From an optimization exercise on the open Yosys and OpenROAD flow, aimed at small area; shortcuts taken in it are not production practice. RTL that was checked went through simulation tests only; none was proved equivalent to the original.

// Lorenz3D
module Lorenz3D(
    clk,
    rst,
    x_init,
    y_init,
    z_init,
    pinX,
    pinY,
    pinZ,
    x,
    y,
    z
    );
export LEC_CHECK = 0
export CAP_MARGIN = 0
export CORE_MARGIN = 2
export CORE_UTILIZATION = 60
export CTS_BUF_LIST = sky130_fd_sc_hd__clkbuf_8
export CTS_CLUSTER_DIAMETER = 50
export CTS_CLUSTER_SIZE = 12
export SLEW_MARGIN = 0
export SYNTH_HIERARCHICAL = 1
create_clock -name core_clock -period 18.0 [get_ports {clk}]
standard.sh (not shown) runs the stock make flow with config.mk's settings and CLKGATE_MAP_FILE= SYNTH_SCRIPT=/design/flow/synth_recipe.tcl, a recipe that flattens the netlist after the stock synthesis.
==> flow/flow/run.sh <==
#!/bin/bash
# Layout flow: the standard synthesis and layout, with one extra step
# between them: combinational cells that synthesis sized up but that drive
# few loads are set back to their smallest drive strength (registers are
# left as synthesis made them); the layout's own timing repair sizes up
# again wherever timing needs it.  Port buffers use the smallest buffer.
set -euo pipefail
bash standard.sh synth > synth.log 2>&1
RESULTS=orfs/results/$FLOW_PLATFORM/Lorenz3D/base \
  openroad -no_init -exit flow/downsize.tcl > downsize.log 2>&1
BUFFER_PORTS_ARGS="-buffer_cell sky130_fd_sc_hd__buf_1" \
  bash standard.sh > layout.log 2>&1
==> flow/flow/downsize.tcl <==
set odb $::env(RESULTS)/1_synth.odb
read_db $odb
set db [ord::get_db]
set block [ord::get_db_block]
set n 0
set saved 0.0
foreach inst [$block getInsts] {
  set master [$inst getMaster]
  set name [$master getName]
  if {[$master isSequential]} { continue }
  if {![regexp {^(sky130_fd_sc_hd__([a-z0-9]+))_([0-9]+)$} $name -> base func size]} { continue }
  if {[regexp {^(df|edf|sdf|dl|buf|clk|conb|tap|fill|decap|diode|fa$|ha$)} $func]} { continue }
  set fanout 0
  foreach it [$inst getITerms] {
    if {[$it isOutputSignal]} {
      set net [$it getNet]
      if {$net ne "NULL"} {
        incr fanout [expr {[llength [$net getITerms]] + [llength [$net getBTerms]] - 1}]
      }
    }
  }
  if {$fanout > 4} { continue }
  foreach s {0 1} {
    if {$s >= $size} { break }
    set m [$db findMaster ${base}_$s]
    if {$m ne "NULL"} {
      set saved [expr {$saved + ([$master getWidth] - [$m getWidth]) * [$master getHeight] / 1e6}]
      $inst swapMaster $m
      incr n
      break
    }
  }
}
puts "downsized $n instances, [format %.1f $saved] um^2"
write_db $odb
The starting point went through all stages and came out clean.
Edit:
--- a/flow/design.v
+++ b/flow/design.v
@@ -1,20 +1,21 @@
 `timescale 1ns / 1ps
-module signed_mult(a, b, c, r, cin, out);
+module signed_mult(a, na, b, c, r, cin, out);
     input  wire [23:0] a;
+    input  wire        na;
     input  wire [31:0] b;
     input  wire [31:0] c;
     input  wire [23:0] r;
     input  wire        cin;
     output wire [31:0] out;
     wire [11:0] neg, one, two;
     wire [24:0] ax = {a, 1'b0};
     genvar k;
     generate for (k = 0; k < 12; k = k + 1) begin : enc
-        mac_benc be (.a2(ax[2*k+2]), .a1(ax[2*k+1]), .a0(ax[2*k]),
+        mac_benc be (.a2(ax[2*k+2]), .a1(ax[2*k+1]), .a0(ax[2*k]), .inv(na),
                      .one(one[k]), .two(two[k]), .neg(neg[k]));
     end endgenerate
     wire [32:0] e0;
     mac_brow br0 (.b(b), .one(one[0]), .two(two[0]), .neg(neg[0]), .e(e0));
     wire [32:0] e1;
     mac_brow br1 (.b(b), .one(one[1]), .two(two[1]), .neg(neg[1]), .e(e1));
     wire [32:0] e2;
@@ -947,18 +948,18 @@
     output wire [32:0] e;
     mac_bsel0 s0 (.b0(b[0]), .one(one), .neg(neg), .e(e[0]));
     genvar j;
     generate for (j = 1; j < 33; j = j + 1) begin : s
         mac_bsel sj (.b1(b[(j < 32) ? j : 31]), .b0(b[j-1]), .one(one), .two(two), .neg(neg), .e(e[j]));
     end endgenerate
 endmodule
-module mac_benc(a2, a1, a0, one, two, neg);
-    input  wire a2, a1, a0;
+module mac_benc(a2, a1, a0, inv, one, two, neg);
+    input  wire a2, a1, a0, inv;
     output wire one, two, neg;
-    assign neg = a2;
+    assign neg = a2 ^ inv;
     assign one = a1 ^ a0;
     assign two = (a2 & ~a1 & ~a0) | (~a2 & a1 & a0);
 endmodule
 module mac_bsel(b1, b0, one, two, neg, e);
     input  wire b1, b0, one, two, neg;
     output wire e;
     assign e = ((one & b1) | (two & b0)) ^ neg;
@@ -1008,41 +1009,30 @@
     input wire [31:0] y_init;
     input wire [31:0] z_init;
     output reg [31:0] x;
     output reg [31:0] y;
     output reg [31:0] z;
     localparam [31:0] NEGB = 32'hFAAA_AAAB;    
     reg [31:0] t;
-    wire sa = rst || phase == 2'd3;
-    wire sb = !rst && phase == 2'd0;
+    wire sa = rst || phase[1];
     wire sc = !rst && phase == 2'd1;
-    wire [26:0] zor;
-    assign zor[0] = 1'b0;
-    genvar i;
-    generate for (i = 1; i < 27; i = i + 1) begin : zo
-        assign zor[i] = zor[i-1] | z[i-1];
-    end endgenerate
-    wire [31:0] w;
-    assign w[26:0] = z[26:0] ^ zor;
-    assign w[31:27] = ~z[31:27] + 5'b00111 + {4'b0, ~(zor[26] | z[26])};
+    wire [31:0] v = {z[31:27] - 5'b00111, z[26:0]};
+    wire        vn = sc && (z != 32'hB800_0000);
     wire [31:0] xd, yd, zd;
     wire [23:0] ma = sa ? zd[31:8] : x[31:8];
-    wire [31:0] mb = (rst || phase[1]) ? NEGB : phase[0] ? w : y;
-    wire [31:0] mc = sa ? zd : sb ? t : y;
+    wire [31:0] mb = sa ? NEGB : phase[0] ? v : y;
+    wire [31:0] mc = sa ? zd : phase[0] ? y : t;
     wire [23:0] mr = {24{sc}} & ~y[31:8];
     wire        mcin = sc || (sa && (ma != 24'd0));
     wire [31:0] mo;
-    signed_mult mac (.a(ma), .b(mb), .c(mc), .r(mr), .cin(mcin), .out(mo));
+    signed_mult mac (.a(ma), .na(vn), .b(mb), .c(mc), .r(mr), .cin(mcin), .out(mo));
     wire [31:0] xn;
     lz_xstep xs (.x(x), .y(y), .xn(xn));
     always @(posedge clk)
-    begin
-        if (sa || sb)
-            t <= mo;
-    end
+        t <= mo;
     wire sh = !rst && phase != 2'd1;
     lz_next nx (.init(x_init), .nw(xn), .q(x), .si(rst), .sn(sc), .sh(sh), .d(xd));
     lz_next ny (.init(y_init), .nw(mo), .q(y), .si(rst), .sn(sc), .sh(sh), .d(yd));
     lz_next nz (.init(z_init), .nw(t),  .q(z), .si(rst), .sn(sc), .sh(sh), .d(zd));
     always @(posedge clk)
     begin
         x <= xd;
After rerunning:
- sequential share of layout area is lower by 0.72 points
- worst setup slack is worse by 0.083 ns
- area after synthesis is lower by 2.4%
- clock-buffer cell count is lower by 1
- design area is lower by 1.3%
- utilization is higher by 0.74 points
- register-to-register slack is worse by 0.08 ns
- via count is lower by 2.3%
- routed wire length is lower by 3.4%
- clock skew is lower by 0.0097 ns
The RTL of the first run of this note was laid out without a check of its function.

==> what the ideal ports hide <==
In the flow no input, the clock included, has a driving cell. The finished layouts below were timed again as built, in two steps.
Step 1 assumes that a clkbuf_16 drives the clock port and a buf_2 every other input.
Step 2 adds t to the input delays and takes it off the output delays; t is the mean of the earliest and latest rising clock arrival at the registers after step 1. Input paths then give back, and output paths get back, about the clock's delay inside the block.
Slacks: no drivers / after step 1 / after step 2; pairs: no drivers / after step 1.
run	t (ns)	setup slack, ns	worst register clock-pin slew, ns	worst slew at a driven data input, ns
the first run	0.666	0.668 / 0.668 / 0.668	0.09 / 0.09	0.08
the second run	0.655	0.586 / 0.586 / 0.586	0.09 / 0.09	0.06
After both steps setup and hold are still met in every run listed.
